Context: an optimization exercise on an open-source flow, tuned for small area and a short achievable clock period. The choices shown serve that exercise and are no tape-out recipe. The RTL was checked by simulation tests, not by an equivalence proof against the original design. Power is estimated from default activity; no workload was simulated.

## project3Top
module project3Top(CLOCK_50, SW, KEY, LED, HEX0, HEX1, HEX2, HEX3, HEX4, HEX5);
	input        CLOCK_50;
	input  [9:0] SW;
	input  [2:0] KEY;
	output [9:0] LED;
	output [6:0] HEX0, HEX1, HEX2, HEX3, HEX4, HEX5;
	wire        reset;
	wire [3:0]  push_num;
	reg  [23:0] num;      
	reg         mode;     
	reg  [3:0]  ks;       
	reg  [11:0] y;        
	assign reset = KEY[1];
	SW2dec F1 (.switches(SW), .dec(push_num), .leds(LED));
	seven_seg_driver S0(num[3:0],HEX0);
	seven_seg_driver S1(num[7:4],HEX1);
	seven_seg_driver S2(num[11:8],HEX2);
	seven_seg_driver S3(num[15:12],HEX3);
	seven_seg_driver S4(num[19:16],HEX4);
	seven_seg_driver S5(num[23:20],HEX5);
	wire push = ks[3];
	wire sqrt = ks[1];
	wire [1:0] push_next = {ks[2] & KEY[2], ~ks[3] & ~KEY[2]};
	wire [1:0] sqrt_next = {ks[0] & KEY[0], ~ks[1] & ~KEY[0]};
	wire [15:0] diff;
	wire        b1, b3;
	newton F2 (.r(num[15:0]), .y(y), .d(diff), .b1(b1), .b3(b3));
	wire [3:0] ph = ks;
	wire sub   = (ph == 4'd2) | (ph == 4'd4) | (ph == 4'd6);
  ...
Settings: LEC_CHECK=0, ABC_CLOCK_PERIOD_IN_PS=120000, CAP_MARGIN=20, CORE_MARGIN=2, CORE_UTILIZATION=40, SETUP_SLACK_MARGIN=5, SLEW_MARGIN=20; clock period 120.0 ns.
standard.sh (not shown) runs the stock make flow with config.mk's settings and CLKGATE_MAP_FILE= SYNTH_SCRIPT=/design/flow/synth_recipe.tcl, a recipe that flattens the netlist after the stock synthesis.
==> flow/flow/run.sh <==
#!/bin/bash
# Own layout flow: the standard ORFS flow, with these changes:
#  - synthesis maps logic with ABC scripts of our own (flow/abc_pass.tcl):
#    delay-oriented for the SW -> LED cone, area-oriented for the rest,
#    and without the half/full-adder cell extraction;
#  - the port buffers are buf_1 cells;
#  - clock tree synthesis adds no dummy loads.
# Registers, floorplan, power grid, CTS and routing are the standard flow's.
set -euo pipefail
W=$(pwd)
F=$W/flow

# ORFS's synth.tcl, with its abc call replaced by flow/abc_pass.tcl
sed 's#^\( *\)log_cmd abc {\*}$abc_args#\1set ::own_flow_dir '"$F"'\n\1source '"$F"'/abc_pass.tcl#' \
  "$FLOW_HOME/scripts/synth.tcl" > "$W/own_synth.tcl"
grep -q "abc_pass.tcl" "$W/own_synth.tcl"
sed 's#source \$::env(SCRIPTS_DIR)/synth.tcl#source '"$W"'/own_synth.tcl#' "$W/synth_recipe.tcl" > "$W/own_synth_recipe.tcl"
grep -q own_synth.tcl "$W/own_synth_recipe.tcl"

bash "$W/standard.sh" ADDER_MAP_FILE= SYNTH_SCRIPT="$W/own_synth_recipe.tcl" \
  "BUFFER_PORTS_ARGS=-buffer_cell sky130_fd_sc_hd__buf_1" \
  "CTS_ARGS=-sink_clustering_enable -sink_clustering_size 25 -repair_clock_nets -dont_use_dummy_load" finish > "$W/orfs_flow.log" 2>&1
==> flow/flow/abc.script <==
strash
&get -n
&deepsyn -J 200 -T 200
&put
dch -f
amap
topo
==> flow/flow/abc_fast.script <==
strash
dch -f
map {D}
topo
buffer -p
upsize {D}
dnsize {D}
==> flow/flow/abc_pass.tcl <==
# Replaces ORFS's single abc call (sourced from own_synth.tcl).
# The LED outputs' cone (combinational from SW, the paths that set the
# achieved period) gets a delay-oriented mapping; the rest an area one.
set fast_args [lreplace $abc_args 1 1 $::own_flow_dir/abc_fast.script]
set i [lsearch -exact $fast_args -D]
if {$i >= 0} { set fast_args [lreplace $fast_args $i [expr {$i+1}]] }
lappend fast_args -D 100
log_cmd abc {*}$fast_args w:LED %ci*
set abc_args [lreplace $abc_args 1 1 $::own_flow_dir/abc.script]
log_cmd abc {*}$abc_args
The starting point produced a clean layout.
==> next run, changes <==
--- a/flow/flow/run.sh
+++ b/flow/flow/run.sh
@@ -8 +8 @@
-# Registers, floorplan, power grid, CTS and routing are the standard flow's.
+# Registers, floorplan, power grid, placement and routing are the standard flow's.
@@ -22 +22 @@
-  "CTS_ARGS=-sink_clustering_enable -sink_clustering_size 25 -repair_clock_nets -dont_use_dummy_load" finish > "$W/orfs_flow.log" 2>&1
+  "CTS_ARGS=-sink_clustering_enable -repair_clock_nets -dont_use_dummy_load" finish > "$W/orfs_flow.log" 2>&1
==> flow/flow/abc.script (replaced) <==
strash
&get -n
&deepsyn -J 1000
&put
dch -f
amap
topo
=>
- routed wire length rose by 4.8%
- setup slack is worse by 60 ps
- synthesized cell count stays the same
- synthesized area hardly moves
- count of clock-buffer cells in the layout stays the same
- clock power grows by 3.5%
==> next run, changes <==
==> flow/flow/abc.script (replaced) <==
strash
&get -n
&deepsyn -J 1000
&put
dch -f
amap -F 10 -A 10
topo
Effect:
- The new run completed without violations
- wire length shrinks by 1.9%
- power grows by 1.8%
- worst hold slack loses 21 ps
- non-clock buffer count shrinks by 1
- design area shrinks by 0.38%
- cell count shrinks by 1.8%
- setup slack gains 20 ps
- global-route usage shrinks by 0.22 points
- count of clock-buffer cells in the layout does not change
==> next run, changes <==
--- a/flow/flow/run.sh
+++ b/flow/flow/run.sh
@@ -8 +8 @@
-# Registers, floorplan, power grid, placement and routing are the standard flow's.
+# Registers, floorplan, power grid, CTS and routing are the standard flow's.
@@ -22 +22 @@
-  "CTS_ARGS=-sink_clustering_enable -repair_clock_nets -dont_use_dummy_load" finish > "$W/orfs_flow.log" 2>&1
+  "CTS_ARGS=-root_buf sky130_fd_sc_hd__clkbuf_8 -sink_clustering_buffer sky130_fd_sc_hd__clkbuf_16 -sink_clustering_enable -sink_clustering_max_diameter 500 -repair_clock_nets -dont_use_dummy_load" finish > "$W/orfs_flow.log" 2>&1
==> flow/flow/abc.script (replaced) <==
strash
&get -n
&deepsyn -J 200 -T 200
&put
dch -f
amap
topo
The new run finished clean.
Via count falls by 0.32%.
Worst setup slack improves by 40 ps.
Maximum frequency is about the same.
Clock-buffer cell count is unchanged.
Routed wire length falls by 2.7%.
Sequential share of layout area decreases by 0.27 points.
Power goes down by 2.1%.
Cell area came out higher by 0.81%.
Utilization climbs by 0.38 points.
Worst hold slack hardly moves.

==> separate check: timing with driven ports <==
The flow's constraints put no driver on any port. The routed layouts listed below were extracted and timed again, unchanged, in two steps.
Step 1 sets driving cells, clkbuf_16 on the clock port and buf_2 on the other inputs (assumed; they add their load-dependent delay and slew).
Step 2 adds t to the input delays and takes it off the output delays; t is the mean of the earliest and latest rising clock arrival at the registers after step 1. Input paths then give back, and output paths get back, about the clock's delay inside the block.
Three values: ideal, step 1, step 2; two values: the first two.
| run | shift t [ns] | setup slack, ns | clock arrival spread, ns | pins driven straight from the clock port |
|---|---|---|---|---|
| the first run | 0.321 | 70.930 / 70.910 / 70.910 | 0.013 / 0.013 | 1 |
| the second run | 0.323 | 70.870 / 70.850 / 70.850 | 0.008 / 0.008 | 1 |
| the third run | 0.325 | 70.890 / 70.861 / 70.861 | 0.024 / 0.024 | 1 |
| the fourth run | 0.321 | 70.930 / 70.910 / 70.910 | 0.013 / 0.013 | 1 |
After both steps setup and hold are still met in every run listed. For the third run, which loses most, drivers alone change the setup slack by -0.029 ns; drivers and shift together by -0.029 ns.
